Context: an optimization exercise on an open-source flow, tuned for small area, a short achievable clock period and few clock cycles per item. The choices shown serve that exercise and are no tape-out recipe. The RTL was checked by simulation tests, not by an equivalence proof against the original design. Power and IR drop assume default switching activity.

===== flow/constraint.sdc =====
create_clock -name core_clock -period 5.0 [get_ports {Clock}]
set_input_delay 1.0000 -clock core_clock [delete_from_list [all_inputs] [get_ports {Clock}]]
set_output_delay 1.0000 -clock core_clock [all_outputs]
set_load 0.01 [all_outputs]

===== flow/run.sh =====
#!/bin/bash
# synth_recipe.tcl (not shown) runs the flow's synth.tcl, then flattens the netlist and writes it again
# the make line also repeats each setting of config.mk as NAME=value (left out here)
make -C /OpenROAD-flow-scripts/flow DESIGN_CONFIG=/design/flow/config.mk WORK_HOME=/design/flow/orfs CLKGATE_MAP_FILE= SYNTH_SCRIPT=/design/flow/synth_recipe.tcl finish

===== flow/design.v =====
module DataPath
(
	input wire b_sel,
	input wire a_sel,
	input wire add_sel,
	input wire prod_sel,
	input wire [31:0]Data_A,
	input wire [31:0]Data_B,
	input wire Shift_Enable,
	input wire Clock,
	input wire Reset,
	output reg [63:0]Prod,
	output wire oB_LSB
);
wire [31:0]Mux_B_Out;
wire [31:0]Reg_B_Out;
wire [31:0]Shifted_B;
assign	oB_LSB= Reg_B_Out[0];
assign  Shifted_B = Reg_B_Out >>1;
MUX #(32) Mux_B
(
	.Select(b_sel),
	.Data_A(Shifted_B),
	.Data_B(Data_B),
	.Out(Mux_B_Out)
);
FFD #(32) Reg_B
(
	.Clock(Clock),
	.Reset(Reset),
	.Enable(1'b1),
	.D(Mux_B_Out),
	.Q(Reg_B_Out)
);
wire [63:0]Mux_A_Out;
wire [63:0]Reg_A_Out;
wire [63:0]Shifted_A;
wire [63:0]A_64_Bits;
assign  Shifted_A = {32'b0,Reg_A_Out} <<1;
assign  A_64_Bits = {32'b0,Data_A} ;
MUX #(64) Mux_A
(
	.Select(a_sel),
	.Data_A(Shifted_A),
	.Data_B(A_64_Bits),
	.Out(Mux_A_Out)
);
FFD #(64) Reg_A
(
	.Clock(Clock),
	.Reset(Reset),
	.Enable(1'b1),
	.D(Mux_A_Out),
	.Q(Reg_A_Out)
);
wire [63:0]Mux_Prod_Out;
wire [63:0]Add_Out;
wire [63:0]Sum_Prod;
MUX #(64) Mux_Prod1
(
	.Select(prod_sel),
	.Data_A(Sum_Prod),
	.Data_B(64'b0),
	.Out(Mux_Prod_Out)
);
wire [63:0]Product;
always @ (Product)
	Prod=Product;
FFD #(64) Reg_Prod
(
	.Clock(Clock),
	.Reset(Reset),
	.Enable(1'b1),
	.D(Mux_Prod_Out),
	.Q(Product)
);
ADDER Adder_Prod
(
	.Data_A(Reg_A_Out),
	.Data_B(Product),
	.Result(Add_Out)
);
MUX #(64) Mux_Prod0
(
	.Select(add_sel),
	.Data_A(Add_Out),
	.Data_B(Product),
	.Out(Sum_Prod)
);
endmodule
module MUX #(parameter SIZE=32)
(
	input wire Select,
	input wire [SIZE-1:0]Data_B,
	input wire [SIZE-1:0]Data_A,
	output reg [SIZE-1:0] Out
);
always @(*)
	begin
		if(Select==1)
			Out=Data_A;
		else
			Out=Data_B;
	end
endmodule
module FFD # ( parameter SIZE=32 )
(
	input wire				Clock,
	input wire				Reset,
	input wire				Enable,
	input wire [SIZE-1:0]	D,
	output reg [SIZE-1:0]	Q
);
always @ (posedge Clock) 
begin
	if ( Reset )
		Q <= 0;
	else
	begin	
		if (Enable) 
			Q <= D; 
	end	
end
endmodule
module ADDER
(
	input wire [63:0]Data_A,
	input wire [63:0]Data_B,
	output reg [63:0]Result
);
	always @(*)
		begin
			Result = Data_B + Data_A;
		end
endmodule
module control_Machine
  (
    input wire Clock,
    input wire Reset,
    input wire iLSB,
    input wire iValid_Data,
    input wire iAck,
    output reg oShift,
    output reg oA_Sel,
    output reg oB_Sel,
    output reg oProduct_Sel,
    output reg oAdd_Sel,
    output wire oReady,
    output wire oDone
  );
  reg [5:0] rCounter;
  reg [1:0] rCurrentState;
  reg [1:0] rNextState;
  reg rCountReset;
  assign oReady = (rCurrentState == 0);
  assign oDone  = (rCurrentState == 2);
  always @ ( posedge Clock )
    if (Reset)
      begin
        rCurrentState <= 0;
        rCounter <= 6'd0;
      end
    else
      begin
        rCurrentState <= rNextState;
        if (rCountReset)
          rCounter <= 6'd0;
        else
          rCounter <= rCounter + 6'd1;
      end
  always @ ( * )
    begin
      rNextState = rCurrentState;
      rCountReset = 1'b1;
      oShift = 1'b0;
      oA_Sel = 1'b0;
      oB_Sel = 1'b0;
      oProduct_Sel = 1'b0;
      oAdd_Sel = 1'b0;
      case (rCurrentState)
        0:
          begin
            if (iValid_Data)
              begin
                rNextState = 1;
                rCountReset = 1'b0;
              end
          end
        1:
          begin
            oA_Sel = 1'b1;
            oB_Sel = 1'b1;
            oProduct_Sel = 1'b1;
            oShift = 1'b1;
            oAdd_Sel = iLSB;
            if (rCounter < 6'd32)
              rCountReset = 1'b0;
            else
              rNextState = 2;
          end
        2:
          begin
            oA_Sel = 1'b1;
            oB_Sel = 1'b1;
            oProduct_Sel = 1'b1;
            if (iAck)
              rNextState = 0;
          end
        default:
          begin
            rNextState = 0;
          end
      endcase
    end
endmodule
module Multiplier
(
	input wire Clock,
	input wire Reset,
	input wire iValid_Data,
	input wire iAck,
	input wire [31:0] Data_A,
	input wire [31:0] Data_B,
	output wire oReady,
	output wire oDone,
	output wire [63:0] Prod
);
wire oShift, oA_Sel, oB_Sel, oProduct_Sel, oAdd_Sel, wiLSB;
control_Machine control1(.Clock(Clock), .Reset(Reset), .iLSB(wiLSB),
	.iValid_Data(iValid_Data), .iAck(iAck), .oShift(oShift), .oA_Sel(oA_Sel),
	.oB_Sel(oB_Sel), .oProduct_Sel(oProduct_Sel), .oAdd_Sel(oAdd_Sel),
	.oReady(oReady), .oDone(oDone));
DataPath data1(.add_sel(oAdd_Sel), .b_sel(oB_Sel), .a_sel(oA_Sel),
	.prod_sel(oProduct_Sel), .Data_A(Data_A), .Data_B(Data_B),
	.Shift_Enable(oShift), .Clock(Clock), .Reset(Reset), .Prod(Prod),
	.oB_LSB(wiLSB));
endmodule

===== flow/config.mk =====
export PLATFORM = sky130hd
export DESIGN_NAME = Multiplier
export DESIGN_NICKNAME = Multiplier
export VERILOG_FILES = /design/flow/design.v
export SDC_FILE = /design/flow/constraint.sdc
export NUM_CORES = 4
export LEC_CHECK = 0
export CAP_MARGIN = 20
export CORE_MARGIN = 2
export CORE_UTILIZATION = 40
export SLEW_MARGIN = 20

==> run notes <==
## worst min-delay path by stage
stage	cells past startpoint	slack (ns)	startpoint	to
after CTS	1	0.46	control1.rCounter[0]$_SDFF_PP0_	control1.rCounter[0]$_SDFF_PP0_
after global placement	1	0.43	control1.rCounter[0]$_SDFF_PP0_	control1.rCounter[0]$_SDFF_PP0_
after detailed placement	1	0.45	control1.rCounter[0]$_SDFF_PP0_	control1.rCounter[0]$_SDFF_PP0_
after global routing	1	0.48	control1.rCounter[0]$_SDFF_PP0_	control1.rCounter[0]$_SDFF_PP0_
final	1	0.45	control1.rCounter[0]$_SDFF_PP0_	control1.rCounter[0]$_SDFF_PP0_
after floorplan	1	0.42	control1.rCounter[0]$_SDFF_PP0_	control1.rCounter[0]$_SDFF_PP0_
## through the flow
stage	utilization, %	instances
6_report	50.0	1590
5_1_grt	50.0	1588
4_1_cts	50.0	1588
3_5_place_dp	47.3	1556
3_3_place_gp	47.3	1556
2_1_floorplan	-	1156
## power groups by stage
stage          clock network, uW  logic, uW  registers (uW)
3_3_place_gp                   0       1210            1600
6_report                    1390       1200            1570
3_5_place_dp                   0       1210            1600
5_1_grt                     1470       1340            1580
4_1_cts                     1430       1220            1570
2_1_floorplan                  0        917            1570
## final cells by class
class | instances | area (um2)
Sequential cell | 168 | 3360
Multi-Input combinational cell | 901 | 5810
Inverter | 26 | 97.6
Timing Repair Buffer | 142 | 1390
Tap cell | 319 | 399
Clock inverter | 15 | 200
Clock buffer | 17 | 425
Fill cell | 2308 | 11700
Antenna cell | 2 | 5.00
## state kept, by name, indices dropped and copies added (netlist names)
name and flops:
data1.Reg_B.Q 32, control1.rCurrentState 2, data1.Reg_A.Q 64, data1.Reg_Prod.Q 64, control1.rCounter 6
## kinds of logic after synthesis
| family | count (synthesis) | synth area share [%] |
|---|---|---|
| AND/OR/NAND/NOR | 409 | 19.7 |
| AO/OA/AOI/OAI | 306 | 20.5 |
| flip-flops | 168 | 35.4 |
| buffers and inverters | 87 | 3.65 |
| adder cells (fa/ha/maj) | 68 | 9.03 |
| multiplexers | 65 | 6.84 |
| XOR/XNOR | 53 | 4.88 |
## synthesized netlist by cell type (all sizes together) (6+ instances only)
| library cell | instances | share of area (%) |
|---|---|---|
| and2 | 39 | 2.6 |
| and4 | 8 | 0.74 |
| nand3 | 21 | 1.1 |
| o21bai | 18 | 1.4 |
| o211ai | 6 | 0.58 |
| mux2i | 65 | 6.8 |
| a211oi | 16 | 1.3 |
| dfxtp | 168 | 35 |
| a21oi | 126 | 6.6 |
| buf | 24 | 1.1 |
| nand4 | 22 | 1.5 |
| nor2 | 132 | 5.2 |
| nor2b | 6 | 0.39 |
| clkbuf | 37 | 1.5 |
| o21ai | 58 | 3.1 |
| a21o | 25 | 2.0 |
| o31ai | 7 | 0.55 |
| nand2 | 145 | 5.8 |
| xnor2 | 28 | 2.6 |
| inv | 26 | 1.0 |
| a31oi | 7 | 0.62 |
| nor3 | 14 | 0.79 |
| ha | 67 | 8.8 |
| xor2 | 25 | 2.3 |
## layout by cell type, fill, tap and decap left out, types with 18 or more instances in the layout
cell type | synthesis | final
dfxtp_1 | 168 | 168
nand2_1 | 144 | 144
clkdlybuf4s50_1 | 0 | 132
nor2_1 | 132 | 131
a21oi_1 | 126 | 126
ha_1 | 67 | 66
mux2i_1 | 65 | 65
o21ai_0 | 57 | 57
and2_1 | 38 | 39
xnor2_1 | 28 | 28
inv_1 | 26 | 26
a21o_1 | 25 | 25
xor2_1 | 25 | 25
nand4_1 | 21 | 21
nand3_1 | 21 | 21
o21bai_1 | 18 | 18
## per-layer routing
metal  wire (um)  global-route usage [%]  up-vias  share of wire, %
met1       12100                    27.6     3858                48
met2       11000                    32.4      198                44
met5           0                       0        -                 0
li1            -                       -     4305                 -
met4         319                    5.88        0               1.3
met3        1680                    5.78       22               6.7
==> flow_metrics.tcl <==
set metrics [dict create \
    run_status "finished clean" \
    wl_per_cell_um 15.8 \
    critical_path_required_ns 5.33 \
    tightestPinTransition_ns 0.964 \
    die-width_um 158 \
    drive_above_1_share_pct 4.41 \
    reg2reg_from "data1.Reg_Prod.Q[0]$_SDFFE_PP0P_" \
    clkLatencyLatePin_ns 0.44 \
    grt_max_degree 58 \
    root_buffer "clkbuf_16" \
    whs_ns 0.451 \
    io_pins 134 \
    cts_buffers 17 \
    post_cts_buffers 0 \
    critPathTopFamily "compound AO/OA/AOI/OAI gates" \
    ys_ff_latch 168 \
    path_class "register to register" \
    fin_crit_ns 3.40 \
    setup_ws_ns 1.60 \
    path_depth 11 \
    viasPerCell 5.27 \
    period_share_pct 68.1 \
    grt_pass1_vias 8195 \
    async_reset_ff_share_pct 0 \
    wl_mm 25.1 \
    grt_pass1_wl_mm 41.1 \
    hold_viol_final 0 \
    yosysWarningCount 7 \
    swShare_pct 34.1 \
    reg2regPathDepth 11 \
    cp_max_fo 3 \
    netlist_area_mm2 0.00951 \
    cts_max_path_buffers 2 \
    grt_overflow 0 \
    ant_nets 0 \
    seq_power_share_pct 37.7 \
    die_area_mm2 0.0250 \
    die_height_um 158 \
    slew_violations 0 \
    cts.sinks 168 \
    postLayoutCellArea_mm2 0.0117 \
    floorplan.initialDensity_pct 40.6 \
    cts-htree-levels 4 \
    cts_tree "yes" \
    max_freq_mhz 294 \
    worstHoldPathType "register to register" \
    place_area_mm2 0.0111 \
    crit_path_end "data1.Reg_Prod.Q[56]$_SDFFE_PP0P_" \
    clkTransAtPathRegs_ns 0.07 \
    detailedPlace.worstSlack_ns 1.61 \
    core.rowCount 56 \
    power_uw 4160 \
    cp_slowest_cell "a211oi_1" \
    antenna_found_initial 2 \
    r2r_end "data1.Reg_Prod.Q[56]$_SDFFE_PP0P_" \
    power.internal_uw 2740 \
    netlist_instances 1156 \
    pwr-share-comb_pct 28.9 \
    ys_types 66 \
    syn_avg_cell_area_um2 8.22 \
    gp_congestion 0.884 \
    skew_ns 0.0117 \
    synth_nets 1292 \
    grt_setup_unrepaired "false" \
    ys_seq_area_share_pct 35.4 \
    cts.repair.resized 0 \
    area_growth_pct 23.0 \
    synth_edf_count 0 \
    hold_buffers 0 \
    synth_ff_type "dfxtp_1" \
    p_clk_share_pct 33.4 \
    relSlewSlack_pct 35.7 \
    first_iter_violations 457 \
    leakagePower_uw 0.00463 \
    drv_cap 0 \
    arrival_ns 3.73 \
    drtPass1Iterations 6 \
    crit_path_start_kind "register" \
    ir_worst_vdd_mv 0.214 \
    core_area_mm2 0.0234 \
    tns_ns 0 \
    path_buf_inv 0 \
    p_per_area_mw_per_mm2 355 \
    setup_violations 0 \
    startpoint "data1.Reg_Prod.Q[0]$_SDFFE_PP0P_" \
    endpoint_kind "register" \
    path_cells "ha_1 -> fa_1 -> a21o_1 -> and4_1 -> o2111ai_1 -> a211oi_1 -> a211oi_1 -> o21ai_0 -> a31oi_1 -> xor2_1 -> o21ai_0" \
    dp_hpwl_mm 18.6 \
    vias 8383 \
    switchingPower_uw 1420 \
    drc 0 \
    slowest_delay_ns 0.56 \
    nets 1392 \
    port_buffers 133 \
    grtUsageTotal_pct 20.6 \
    reg2reg_slack_ns 1.60 \
]
Testbench counts, summed over its fixed seeds: cycles 54,400, items 1,600.

## port drivers added, routing unchanged
No port has a modelled driver above. Below, the same layout with a new extraction and two added sets of constraints.
Step 1, drivers: a clkbuf_16 drives Clock and a buf_2 each remaining input, both assumed.
Step 2, shift: input delay + t, output delay - t, t = (earliest + latest rising clock arrival at the registers) / 2. This alone moves slack from input paths to output paths.
Slacks: ideal / step 1 / step 2; pairs: ideal / step 1.
t (ns): 0.482
slack for setup (ns): 1.597 / 1.597 / 1.597
hold WS [ns]: 0.451 / 0.451 / 0.451
worst setup path at the end: register to register
worst register clock-pin slew, ns: 0.08 / 0.08
After both steps this run still meets setup and hold. For this run, drivers alone change the setup slack by 0.000 ns; drivers and shift together by 0.000 ns.
